What follows belongs to an exercise in optimizing a design on an open flow for small area; a production flow would make more cautious choices. Function was checked by simulation only, so behaviour that the tests miss may differ from the original. No driver is modelled on the clock port, so clock power and skew are understated where the tree is cut down; a real chip needs a root buffer or a tree. No activity file was given, so power comes from the tool's default toggle rates.

==> inputs of yarrow <==
==> flow/design.v (excerpt) <==
module mvm_uart_system (
    input  logic clk,
    input  logic rstn,
    input  logic rx,
    output logic tx
);
    logic       rxk;     
    logic       rxx;     
    wire        txm = ~rxk & ~rxx;   
    logic [3:0] ph;      
    logic [7:0] cnt;     
    logic [1:0] bj;      
    logic [2:0] c;       
    logic [2:0] r;       
    wire rx_mode  = rxk | rxx;
    wire cnt_zero = (cnt == 8'd0);
    wire [3:0] bitn = cnt[7:4];
    wire e15 = (cnt[3:0] == 4'd15);
    wire go   = rx_mode ? ~rx : (ph == 4'd0);
    wire last = e15 & (bitn == (rx_mode ? 4'd8 : 4'd9));
    wire wait_go = cnt_zero & ~go;    
    wire rx_data = rx_mode & (bitn != 4'd0);
    wire rx_adv  = rx_data & e15;
    wire tx_end  = txm & last;
    wire bj_step = rx_adv | tx_end;
    wire bj_wrap = (bj == 2'd3) | (rxk & (bj == 2'd2));
    wire c_step  = rx_adv & bj_wrap;
    wire r_step  = (c_step & rxk & (c == 3'd7)) | (tx_end & (bj == 2'd3));
    wire wbase   = rx_data & (ph[2:0] == c);
    always_ff @(posedge clk or negedge rstn) begin
        if (!rstn) begin
            ph <= '0;
        end else begin
            ph <= ph + 4'd1;
        end
    end
    always_ff @(posedge clk or negedge rstn) begin
        if (!rstn) begin
            rxk <= 1'b1;
            rxx <= 1'b0;
            cnt <= '0;
            bj  <= '0;
            c   <= '0;
            r   <= '0;
        end else begin
            cnt[7:4] <= last ? 4'd0 : cnt[7:4] + {3'd0, e15};
            cnt[3:0] <= {cnt[3:1] + {2'd0, cnt[0]}, ~cnt[0] & ~wait_go};
            if (bj_step) bj <= bj_wrap ? 2'd0 : bj + 2'd1;
            if (c_step)  c  <= c + 3'd1;
            if (r_step)  r  <= r + 3'd1;
            if (c_step & (c == 3'd7) & (rxx | (r == 3'd7))) begin
                rxk <= 1'b0;
                rxx <= rxk;
  ...
export LEC_CHECK = 0
export CAP_MARGIN = 20
export CORE_MARGIN = 2
export CORE_UTILIZATION = 60
export SLEW_MARGIN = 20
create_clock -name core_clock -period 10.0 [get_ports {clk}]
standard.sh (not shown) runs the stock make flow with config.mk's settings and CLKGATE_MAP_FILE= SYNTH_SCRIPT=/design/flow/synth_recipe.tcl, a recipe that flattens the netlist after the stock synthesis.
==> flow/flow/run.sh <==
#!/bin/bash
# Own layout flow: the standard ORFS flow (standard.sh) with two changes:
#  - Yosys's technology mapping is run with several area-oriented ABC scripts
#    (flow/abc_*.script, in place of ORFS's speed script) and the smallest
#    netlist by Yosys's cell area is kept; registers and names are untouched.
#  - the clock tree step builds a two-level tree (flow/my_cts.tcl): one root
#    buffer fed by the clock port drives leaf buffers, each driving a compact
#    group of at most MY_CTS_MAX_SINKS flip-flops.
# Each tool's full output goes to logs in this folder (synth_*.log, standard.log,
# and ORFS's own per-step logs under orfs/logs/).
set -euo pipefail
W=$PWD
source "$W/flow/cts_params"
export MY_CTS_MAX_SINKS MY_CTS_LEAF MY_CTS_ROOT
best=""
best_area=""
for f in "$W"/flow/abc_*.script; do
  n=$(basename "$f" .script)
  S=$W/scripts_$n
  rm -rf "$S"
  cp -r "$FLOW_HOME/scripts" "$S"
  cp "$f" "$S/abc_speed.script"
  cp "$W/flow/my_cts.tcl" "$S/my_cts.tcl"
  python3 - "$S/cts.tcl" <<'PY'
import sys
p = sys.argv[1]
s = open(p).read()
old = "log_cmd clock_tree_synthesis {*}$cts_args"
assert old in s
s = s.replace(old, "source $::env(SCRIPTS_DIR)/my_cts.tcl")
open(p, "w").write(s)
PY
  rm -rf "$W/orfs"
  if bash "$W/standard.sh" "SCRIPTS_DIR=$S" synth > "$W/synth_$n.log" 2>&1; then
    a=$(grep "Chip area" "$W"/orfs/reports/*/mvm_uart_system/base/synth_stat.txt | awk '{print $NF}')
    echo "$n: $a" >> "$W/synth_choice.log"
    if [[ -z "$best" ]] || python3 -c "import sys; sys.exit(0 if float('$a') < float('$best_area') else 1)"; then
      rm -rf "$W/orfs_best"
      mv "$W/orfs" "$W/orfs_best"
      best=$n
      best_area=$a
    fi
  fi
done
echo "chosen: $best ($best_area)" >> "$W/synth_choice.log"
rm -rf "$W/orfs"
mv "$W/orfs_best" "$W/orfs"
bash "$W/standard.sh" "SCRIPTS_DIR=$W/scripts_$best" finish > "$W/standard.log" 2>&1
==> flow/flow/abc_s10.script <==
&get -n
&st
&dc2
&dch
&nf -R 1000
&put
&get -n
&st
&dch
&nf -R 1000
&put
topo
dnsize -c
==> flow/flow/abc_s11.script <==
&get -n
&st
&deepsyn -T 30
&dch
&nf -R 1000
&put
topo
dnsize -c
==> flow/flow/abc_s14.script <==
&get -n
&st
&deepsyn -T 60
&put
&get -n
&st
&dch
&nf -R 1000
&put
topo
dnsize -c
==> flow/flow/abc_s15.script <==
&get -n
&st
&dch -f
&nf -R 1000
&put
topo
dnsize -c
==> flow/flow/abc_s16.script <==
&get -n
&st
&syn2
&dch
&nf -R 1000
&put
topo
dnsize -c
==> flow/flow/abc_s17.script <==
&get -n
&st
&dch
&nf -R 1000
&dch
&nf -R 1000
&put
topo
dnsize -c
==> flow/flow/abc_s3.script <==
strash
balance
rewrite
refactor
balance
rewrite
rewrite -z
balance
refactor -z
rewrite -z
balance
dch
map -a
topo
dnsize -c
==> flow/flow/abc_s5.script <==
&get -n
&st
&dch
&nf -R 1000
&put
topo
dnsize -c
==> flow/flow/abc_s7.script <==
&get -n
&st
&synch2
&if -g -K 6
&synch2
&dch
&nf -R 1000
&put
topo
dnsize -c
==> flow/flow/abc_s9.script <==
strash
dc2
dch -f
amap
topo
==> flow/flow/cts_params <==
MY_CTS_MAX_SINKS=22
MY_CTS_LEAF=sky130_fd_sc_hd__clkbuf_8
MY_CTS_ROOT=sky130_fd_sc_hd__clkbuf_4
==> flow/flow/my_cts.tcl <==
# Two-level clock tree built directly (replaces clock_tree_synthesis):
# the flip-flops are split by recursive bisection of their placement into
# groups of at most MY_CTS_MAX_SINKS (refined by capacitated nearest-centre
# assignment); each group gets a leaf clock buffer at its
# centre, and one root buffer, fed by the clock port, drives every leaf buffer.
set max_sinks $::env(MY_CTS_MAX_SINKS)
set leaf_cell $::env(MY_CTS_LEAF)
set root_cell $::env(MY_CTS_ROOT)

set block [ord::get_db_block]
set db [ord::get_db]
set clk_net [$block findNet clk]

set sinks {}
foreach it [$clk_net getITerms] {
  set inst [$it getInst]
  set bb [$inst getBBox]
  set x [expr {([$bb xMin] + [$bb xMax]) / 2}]
  set y [expr {([$bb yMin] + [$bb yMax]) / 2}]
  lappend sinks [list $x $y $it]
}
puts "my_cts: [llength $sinks] sinks on clk"

proc split_groups {pts k} {
  # split pts into k groups of near-equal size by recursive bisection
  if {$k <= 1} { return [list $pts] }
  set xs [lmap p $pts {lindex $p 0}]
  set ys [lmap p $pts {lindex $p 1}]
  set dx [expr {[tcl::mathfunc::max {*}$xs] - [tcl::mathfunc::min {*}$xs]}]
  set dy [expr {[tcl::mathfunc::max {*}$ys] - [tcl::mathfunc::min {*}$ys]}]
  set axis [expr {$dx >= $dy ? 0 : 1}]
  set sorted [lsort -integer -index $axis $pts]
  set k1 [expr {$k / 2}]
  set k2 [expr {$k - $k1}]
  set n [llength $sorted]
  set n1 [expr {int(round(double($n) * $k1 / $k))}]
  set a [lrange $sorted 0 [expr {$n1 - 1}]]
  set b [lrange $sorted $n1 end]
  return [concat [split_groups $a $k1] [split_groups $b $k2]]
}

set n [llength $sinks]
set k [expr {($n + $max_sinks - 1) / $max_sinks}]
set groups [split_groups $sinks $k]

# refine: capacitated nearest-centre assignment, a few rounds
for {set iter 0} {$iter < 8} {incr iter} {
  set centres {}
  foreach g $groups {
    set gx 0
    set gy 0
    foreach p $g {
      set gx [expr {$gx + [lindex $p 0]}]
      set gy [expr {$gy + [lindex $p 1]}]
    }
    lappend centres [list [expr {$gx / [llength $g]}] [expr {$gy / [llength $g]}]]
  }
  set pairs {}
  set si 0
  foreach p $sinks {
    set ci 0
    foreach cc $centres {
      set d [expr {abs([lindex $p 0] - [lindex $cc 0]) + abs([lindex $p 1] - [lindex $cc 1])}]
      lappend pairs [list $d $si $ci]
      incr ci
    }
    incr si
  }
  set pairs [lsort -integer -index 0 $pairs]
  set taken [lrepeat [llength $sinks] 0]
  set fill [lrepeat $k 0]
  set newg [lrepeat $k {}]
  foreach pr $pairs {
    lassign $pr d si ci
    if {[lindex $taken $si] || [lindex $fill $ci] >= $max_sinks} { continue }
    lset taken $si 1
    lset fill $ci [expr {[lindex $fill $ci] + 1}]
    lset newg $ci [concat [lindex $newg $ci] [list [lindex $sinks $si]]]
  }
  set groups {}
  foreach g $newg { if {[llength $g] > 0} { lappend groups $g } }
  set k [llength $groups]
}

set leaf_master [$db findMaster $leaf_cell]
set root_master [$db findMaster $root_cell]
set root_net [odb::dbNet_create $block "clknet_root"]
$root_net setSigType CLOCK

set i 0
set sx 0
set sy 0
foreach g $groups {
  set gx 0
  set gy 0
  foreach p $g {
    set gx [expr {$gx + [lindex $p 0]}]
    set gy [expr {$gy + [lindex $p 1]}]
  }
  set gx [expr {$gx / [llength $g]}]
  set gy [expr {$gy / [llength $g]}]
  set buf [odb::dbInst_create $block $leaf_master "clkbuf_leaf_$i"]
  $buf setLocation $gx $gy
  $buf setPlacementStatus PLACED
  set net [odb::dbNet_create $block "clknet_leaf_$i"]
  $net setSigType CLOCK
  foreach p $g {
    set it [lindex $p 2]
    $it disconnect
    $it connect $net
  }
  [$buf findITerm X] connect $net
  [$buf findITerm A] connect $root_net
  puts "my_cts: leaf $i drives [llength $g] sinks at ($gx, $gy)"
  set sx [expr {$sx + $gx}]
  set sy [expr {$sy + $gy}]
  incr i
}
set rx [expr {$sx / $i}]
set ry [expr {$sy / $i}]
set root [odb::dbInst_create $block $root_master "clkbuf_root"]
$root setLocation $rx $ry
$root setPlacementStatus PLACED
[$root findITerm A] connect $clk_net
[$root findITerm X] connect $root_net
puts "my_cts: root at ($rx, $ry) drives $i leaf buffers"

set_propagated_clock [all_clocks]
==> onyx (differences from yarrow) <==
==> flow/flow/run.sh (replaced) <==
#!/bin/bash
# Own layout flow: the standard ORFS flow (standard.sh) with two changes:
#  - Yosys's technology mapping uses an area-oriented ABC script (flow/abc_area.script)
#    in place of ORFS's speed script; registers and names are untouched.
#  - the clock tree step builds a two-level tree (flow/my_cts.tcl): one root
#    buffer fed by the clock port drives leaf buffers, each driving a compact
#    group of at most MY_CTS_MAX_SINKS flip-flops.
# Each tool's full output goes to logs in this folder (standard.log, and ORFS's own
# per-step logs under orfs/logs/).
set -euo pipefail
W=$PWD
S=$W/scripts_area
rm -rf "$S"
cp -r "$FLOW_HOME/scripts" "$S"
cp "$W/flow/abc_area.script" "$S/abc_speed.script"
cp "$W/flow/my_cts.tcl" "$S/my_cts.tcl"
python3 - "$S/cts.tcl" <<'PY'
import sys
p = sys.argv[1]
s = open(p).read()
old = "log_cmd clock_tree_synthesis {*}$cts_args"
assert old in s
s = s.replace(old, "source $::env(SCRIPTS_DIR)/my_cts.tcl")
open(p, "w").write(s)
PY
source "$W/flow/cts_params"
export MY_CTS_MAX_SINKS MY_CTS_LEAF MY_CTS_ROOT
bash "$W/standard.sh" "SCRIPTS_DIR=$S" finish > "$W/standard.log" 2>&1
==> flow/flow/abc_area.script (new file) <==
&get -n
&st
&syn2
&dch
&nf -R 1000
&put
topo
dnsize -c
==> flow/flow/cts_params (replaced) <==
MY_CTS_MAX_SINKS=19
MY_CTS_LEAF=sky130_fd_sc_hd__clkbuf_8
MY_CTS_ROOT=sky130_fd_sc_hd__clkbuf_8
--- a/flow/flow/my_cts.tcl
+++ b/flow/flow/my_cts.tcl
@@ -1,7 +1,6 @@
 # Two-level clock tree built directly (replaces clock_tree_synthesis):
 # the flip-flops are split by recursive bisection of their placement into
-# groups of at most MY_CTS_MAX_SINKS (refined by capacitated nearest-centre
-# assignment); each group gets a leaf clock buffer at its
+# groups of at most CTS_MAX_SINKS; each group gets a leaf clock buffer at its
 # centre, and one root buffer, fed by the clock port, drives every leaf buffer.
 set max_sinks $::env(MY_CTS_MAX_SINKS)
 set leaf_cell $::env(MY_CTS_LEAF)
@@ -42,45 +41,6 @@
 set n [llength $sinks]
 set k [expr {($n + $max_sinks - 1) / $max_sinks}]
 set groups [split_groups $sinks $k]
-
-# refine: capacitated nearest-centre assignment, a few rounds
-for {set iter 0} {$iter < 8} {incr iter} {
-  set centres {}
-  foreach g $groups {
-    set gx 0
-    set gy 0
-    foreach p $g {
-      set gx [expr {$gx + [lindex $p 0]}]
-      set gy [expr {$gy + [lindex $p 1]}]
-    }
-    lappend centres [list [expr {$gx / [llength $g]}] [expr {$gy / [llength $g]}]]
-  }
-  set pairs {}
-  set si 0
-  foreach p $sinks {
-    set ci 0
-    foreach cc $centres {
-      set d [expr {abs([lindex $p 0] - [lindex $cc 0]) + abs([lindex $p 1] - [lindex $cc 1])}]
-      lappend pairs [list $d $si $ci]
-      incr ci
-    }
-    incr si
-  }
-  set pairs [lsort -integer -index 0 $pairs]
-  set taken [lrepeat [llength $sinks] 0]
-  set fill [lrepeat $k 0]
-  set newg [lrepeat $k {}]
-  foreach pr $pairs {
-    lassign $pr d si ci
-    if {[lindex $taken $si] || [lindex $fill $ci] >= $max_sinks} { continue }
-    lset taken $si 1
-    lset fill $ci [expr {[lindex $fill $ci] + 1}]
-    lset newg $ci [concat [lindex $newg $ci] [list [lindex $sinks $si]]]
-  }
-  set groups {}
-  foreach g $newg { if {[llength $g] > 0} { lappend groups $g } }
-  set k [llength $groups]
-}
 
 set leaf_master [$db findMaster $leaf_cell]
 set root_master [$db findMaster $root_cell]
removed: flow/flow/abc_s10.script
removed: flow/flow/abc_s11.script
removed: flow/flow/abc_s14.script
removed: flow/flow/abc_s15.script
removed: flow/flow/abc_s16.script
removed: flow/flow/abc_s17.script
removed: flow/flow/abc_s3.script
removed: flow/flow/abc_s5.script
removed: flow/flow/abc_s7.script
removed: flow/flow/abc_s9.script
==> pepper (differences from yarrow) <==
==> flow/flow/cts_params (replaced) <==
MY_CTS_MAX_SINKS=19
MY_CTS_LEAF=sky130_fd_sc_hd__clkbuf_8
MY_CTS_ROOT=sky130_fd_sc_hd__clkbuf_8
--- a/flow/flow/my_cts.tcl
+++ b/flow/flow/my_cts.tcl
@@ -1,7 +1,6 @@
 # Two-level clock tree built directly (replaces clock_tree_synthesis):
 # the flip-flops are split by recursive bisection of their placement into
-# groups of at most MY_CTS_MAX_SINKS (refined by capacitated nearest-centre
-# assignment); each group gets a leaf clock buffer at its
+# groups of at most CTS_MAX_SINKS; each group gets a leaf clock buffer at its
 # centre, and one root buffer, fed by the clock port, drives every leaf buffer.
 set max_sinks $::env(MY_CTS_MAX_SINKS)
 set leaf_cell $::env(MY_CTS_LEAF)
@@ -42,45 +41,6 @@
 set n [llength $sinks]
 set k [expr {($n + $max_sinks - 1) / $max_sinks}]
 set groups [split_groups $sinks $k]
-
-# refine: capacitated nearest-centre assignment, a few rounds
-for {set iter 0} {$iter < 8} {incr iter} {
-  set centres {}
-  foreach g $groups {
-    set gx 0
-    set gy 0
-    foreach p $g {
-      set gx [expr {$gx + [lindex $p 0]}]
-      set gy [expr {$gy + [lindex $p 1]}]
-    }
-    lappend centres [list [expr {$gx / [llength $g]}] [expr {$gy / [llength $g]}]]
-  }
-  set pairs {}
-  set si 0
-  foreach p $sinks {
-    set ci 0
-    foreach cc $centres {
-      set d [expr {abs([lindex $p 0] - [lindex $cc 0]) + abs([lindex $p 1] - [lindex $cc 1])}]
-      lappend pairs [list $d $si $ci]
-      incr ci
-    }
-    incr si
-  }
-  set pairs [lsort -integer -index 0 $pairs]
-  set taken [lrepeat [llength $sinks] 0]
-  set fill [lrepeat $k 0]
-  set newg [lrepeat $k {}]
-  foreach pr $pairs {
-    lassign $pr d si ci
-    if {[lindex $taken $si] || [lindex $fill $ci] >= $max_sinks} { continue }
-    lset taken $si 1
-    lset fill $ci [expr {[lindex $fill $ci] + 1}]
-    lset newg $ci [concat [lindex $newg $ci] [list [lindex $sinks $si]]]
-  }
-  set groups {}
-  foreach g $newg { if {[llength $g] > 0} { lappend groups $g } }
-  set k [llength $groups]
-}
 
 set leaf_master [$db findMaster $leaf_cell]
 set root_master [$db findMaster $root_cell]
removed: flow/flow/abc_s10.script
removed: flow/flow/abc_s14.script
removed: flow/flow/abc_s17.script
removed: flow/flow/abc_s3.script
removed: flow/flow/abc_s7.script
removed: flow/flow/abc_s9.script
==> qor summary <==
item	pepper	onyx	yarrow
Worst Path Required	10310 ps	10340 ps	8000 ps
Buffer and inverter count on the worst path	0	1	4
Post-synthesis area per instance	15.6 um2	15.5 um2	13.7 um2
Worst Hold Launch	xl[0][5]	xl[3][6]	kl[0][12]
Status	no timing/DRC/antenna violations	no timing/DRC/antenna violations	no timing/DRC/antenna violations
Measured slew at the worst slew-check pin	718 ps	649 ps	659 ps
Cell-internal power	1.17 mW	1.15 mW	1.13 mW
Overall global routing resource usage	14.4%	14.2%	14.9%
Share of Yosys cell area claimed by the top area cell type	71.8%	71.7%	71.8%
Met2 track demand over resource in global routing	22.0%	22.2%	21.9%
Proportion of synthesized chip area in sequential cells	80.8%	80.7%	80.8%
Number of ordinary inverters in the final layout	7	8	31
Yosys cell types	31	29	24
DR WL met3	166 um	264 um	280 um
In every run of this note, the design's own scripts or RTL, not TritonCTS, make the clock network.

re-timing with driven ports:
The flow's constraints put no driver on any port. The routed layouts listed below were extracted and timed again, unchanged, in two steps. Step 1 (the two cells are an assumption about what drives the block):
set clk [get_ports {clk}]
set_driving_cell -lib_cell sky130_fd_sc_hd__clkbuf_16 $clk
set_driving_cell -lib_cell sky130_fd_sc_hd__buf_2 [delete_from_list [all_inputs] $clk]
Step 2 times the ports against the registers' clock, not the clock port: input delays grow and output delays shrink by t, the midpoint of the rising clock arrivals with the driver on. Three values: ideal, step 1, step 2; two values: the first two.
run | shift t [ns] | slack for setup (ns) | clock arrival spread, ns | cell pins on the clock port's net
yarrow | 0.573 | 3.901 / 3.867 / 3.329 | 0.020 / 0.020 | 1
onyx | 0.484 | 4.193 / 4.199 / 3.715 | 0.018 / 0.018 | 1
pepper | 0.471 | 5.209 / 5.209 / 5.209 | 0.016 / 0.015 | 1
After both steps every run listed still meets setup and hold. For yarrow, which loses most, drivers alone change the setup slack by -0.034 ns; drivers and shift together by -0.572 ns.
